Background: an optimization exercise with open tools, aiming at small area. Do not read the settings as production practice.
The RTL was checked by simulation tests, not by an equivalence proof against the original design.
No activity file was given, so power comes from the tool's default toggle rates.

## Pong_Top
module Pong_Top
  #(parameter [16:0] BALL_AT  = 17'h0a8d7,   
    parameter [17:0] PAD_AT   = 18'h0de83,   
    parameter [17:0] PAD_OVER = 18'h1bd06)   
  (input  i_Clk,        
   input  i_Rst,        
   input i_Switch_1,
   input i_Switch_2,
   input i_Switch_3,
   input i_Switch_4,
   output o_VGA_HSync,
   output o_VGA_VSync,
   output [2:0] o_VGA_Red,
   output [2:0] o_VGA_Grn,
   output [2:0] o_VGA_Blu,
   output [3:0] o_Game_Test,
   output o_LED_1,
   output o_LED_2,
   output o_LED_3,
   output o_LED_4
   );
Size in the first run: ~900 cells after synthesis, roughly 25 I/O pins, about 0.0079 mm^2 of cells after synthesis.
export LEC_CHECK = 0
export CAP_MARGIN = 20
export CORE_MARGIN = 2
export CORE_UTILIZATION = 40
export SLEW_MARGIN = 20
create_clock -name core_clock -period 20.0 [get_ports {i_Clk}]
standard.sh (not shown) runs the stock make flow with config.mk's settings and CLKGATE_MAP_FILE= SYNTH_SCRIPT=/design/flow/synth_recipe.tcl, a recipe that flattens the netlist after the stock synthesis.
==> flow/flow/run.sh <==
#!/bin/bash
# Own layout flow: the standard synthesis, then its combinational logic
# mapped again for area with ABC (the registers stay exactly as the standard
# synthesis made them), then the standard layout steps with a clock tree
# of smaller buffers. Each tool's output goes to a log file in this folder.
set -euo pipefail
W=$PWD
P=${FLOW_PLATFORM:-sky130hd}
R=$W/orfs/results/$P/Pong_Top/base
L=$W/orfs/logs/$P/Pong_Top/base
YOSYS=$FLOW_HOME/../tools/install/yosys/bin/yosys
LIB=$FLOW_HOME/platforms/$P/lib/sky130_fd_sc_hd__tt_025C_1v80.lib

# 1. the standard synthesis
bash standard.sh synth > log_std_synth.txt 2>&1
cp "$R/1_2_yosys.v" std_1_2_yosys.v

# 2. combinational cell models from the liberty file
"$YOSYS" -q -l log_cells.txt -p "read_liberty -ignore_miss_func $LIB; write_verilog -noattr cells_all.v"
python3 flow/combcells.py cells_all.v cells_comb.v > log_combcells.txt 2>&1

# 3. map the combinational logic again, keeping the cells the platform marks
#    don't-use out as the standard synthesis does
DU=$(grep -o -- '-dont_use [A-Za-z0-9_]*' "$L/1_2_yosys.log" | sort -u | tr '\n' ' ')
cat > resyn.ys <<EOS
read_liberty -lib $LIB
read_verilog -sv std_1_2_yosys.v
hierarchy -top $FLOW_TOP
tee -o resyn_before.txt stat -liberty $LIB
techmap -map cells_comb.v
techmap
opt -purge
abc -liberty $LIB -script $W/flow/abc_area.script $DU
opt_clean
setundef -zero
hilomap -singleton -hicell sky130_fd_sc_hd__conb_1 HI -locell sky130_fd_sc_hd__conb_1 LO
insbuf -buf sky130_fd_sc_hd__buf_4 A X
splitnets
opt_clean -purge
check -assert -mapped
tee -o resyn_after.txt stat -liberty $LIB
write_verilog -noattr -nohex -nodec resyn_1_2_yosys.v
EOS
"$YOSYS" -l log_resyn.txt -s resyn.ys > /dev/null
cp resyn_1_2_yosys.v "$R/1_2_yosys.v"
touch "$R/1_2_yosys.v"

# 4. the standard layout from the new netlist on: the clock tree and the
#    port buffers use smaller cells, and the clock tree has no dummy loads
export CTS_ARGS="-sink_clustering_enable -repair_clock_nets -buf_list sky130_fd_sc_hd__clkbuf_8 -dont_use_dummy_load"
export BUFFER_PORTS_ARGS="-buffer_cell sky130_fd_sc_hd__buf_1"
bash standard.sh > log_std_layout.txt 2>&1
==> flow/flow/abc_area.script <==
&get -n
&st
&syn2
&dch
&nf
&st
&deepsyn -T 60
&dch -f
&nf -R 1000
&put
Other scripts of this flow, unchanged in this note and not shown: flow/flow/combcells.py
Change:
--- a/flow/flow/run.sh
+++ b/flow/flow/run.sh
@@ -49,3 +49,3 @@
 #    port buffers use smaller cells, and the clock tree has no dummy loads
-export CTS_ARGS="-sink_clustering_enable -repair_clock_nets -buf_list sky130_fd_sc_hd__clkbuf_8 -dont_use_dummy_load"
+export CTS_ARGS="-sink_clustering_enable -repair_clock_nets -buf_list {sky130_fd_sc_hd__clkbuf_4 sky130_fd_sc_hd__clkbuf_8} -dont_use_dummy_load"
 export BUFFER_PORTS_ARGS="-buffer_cell sky130_fd_sc_hd__buf_1"
==> flow/flow/abc_area.script (replaced) <==
&get -n
&st
&syn2
&dch
&nf
&st
&deepsyn -T 60
&put
dch -f
amap -F 10 -A 30 -C 1000
Settings changed: CORE_UTILIZATION 40 to 70, PLACE_DENSITY set to 0.8.
Outcome: The changed run finished with timing, DRC and antenna clean. Total power came out lower by 0.31%. Utilization came out higher by 32 points. Via count came out higher by 8.9%. Count of clock-buffer cells in the layout does not change. Maximum frequency came out lower by 4.3%. Clock skew came out lower by 12 ps. Final cell count came out lower by 1.7%. Routed wire length came out higher by 2.4%. Sequential power came out lower by about 2%. Setup slack degrades by 270 ps.

afterwards: timing with drivers on the ports:
Ports are ideal in the flow. The routed layouts listed here were re-timed in OpenROAD. Step 1: set_driving_cell puts a clkbuf_16 on i_Clk and a buf_2 on each other input, an assumption about the parent block. Step 2 adds t to the input delays and takes it off the output delays; t is the mean of the earliest and latest rising clock arrival at the registers after step 1. Input paths then give back, and output paths get back, about the clock's delay inside the block. Slacks: ideal ports / drivers / drivers and shift; pairs: ideal ports / drivers.
run | t, ns | setup slack, ns | latest minus earliest clock arrival (ns)
the first run | 0.487 | 13.894 / 13.906 / 13.419 | 0.033 / 0.032
the second run | 0.492 | 13.623 / 13.640 / 13.148 | 0.026 / 0.027
After both steps every run listed still meets setup and hold.
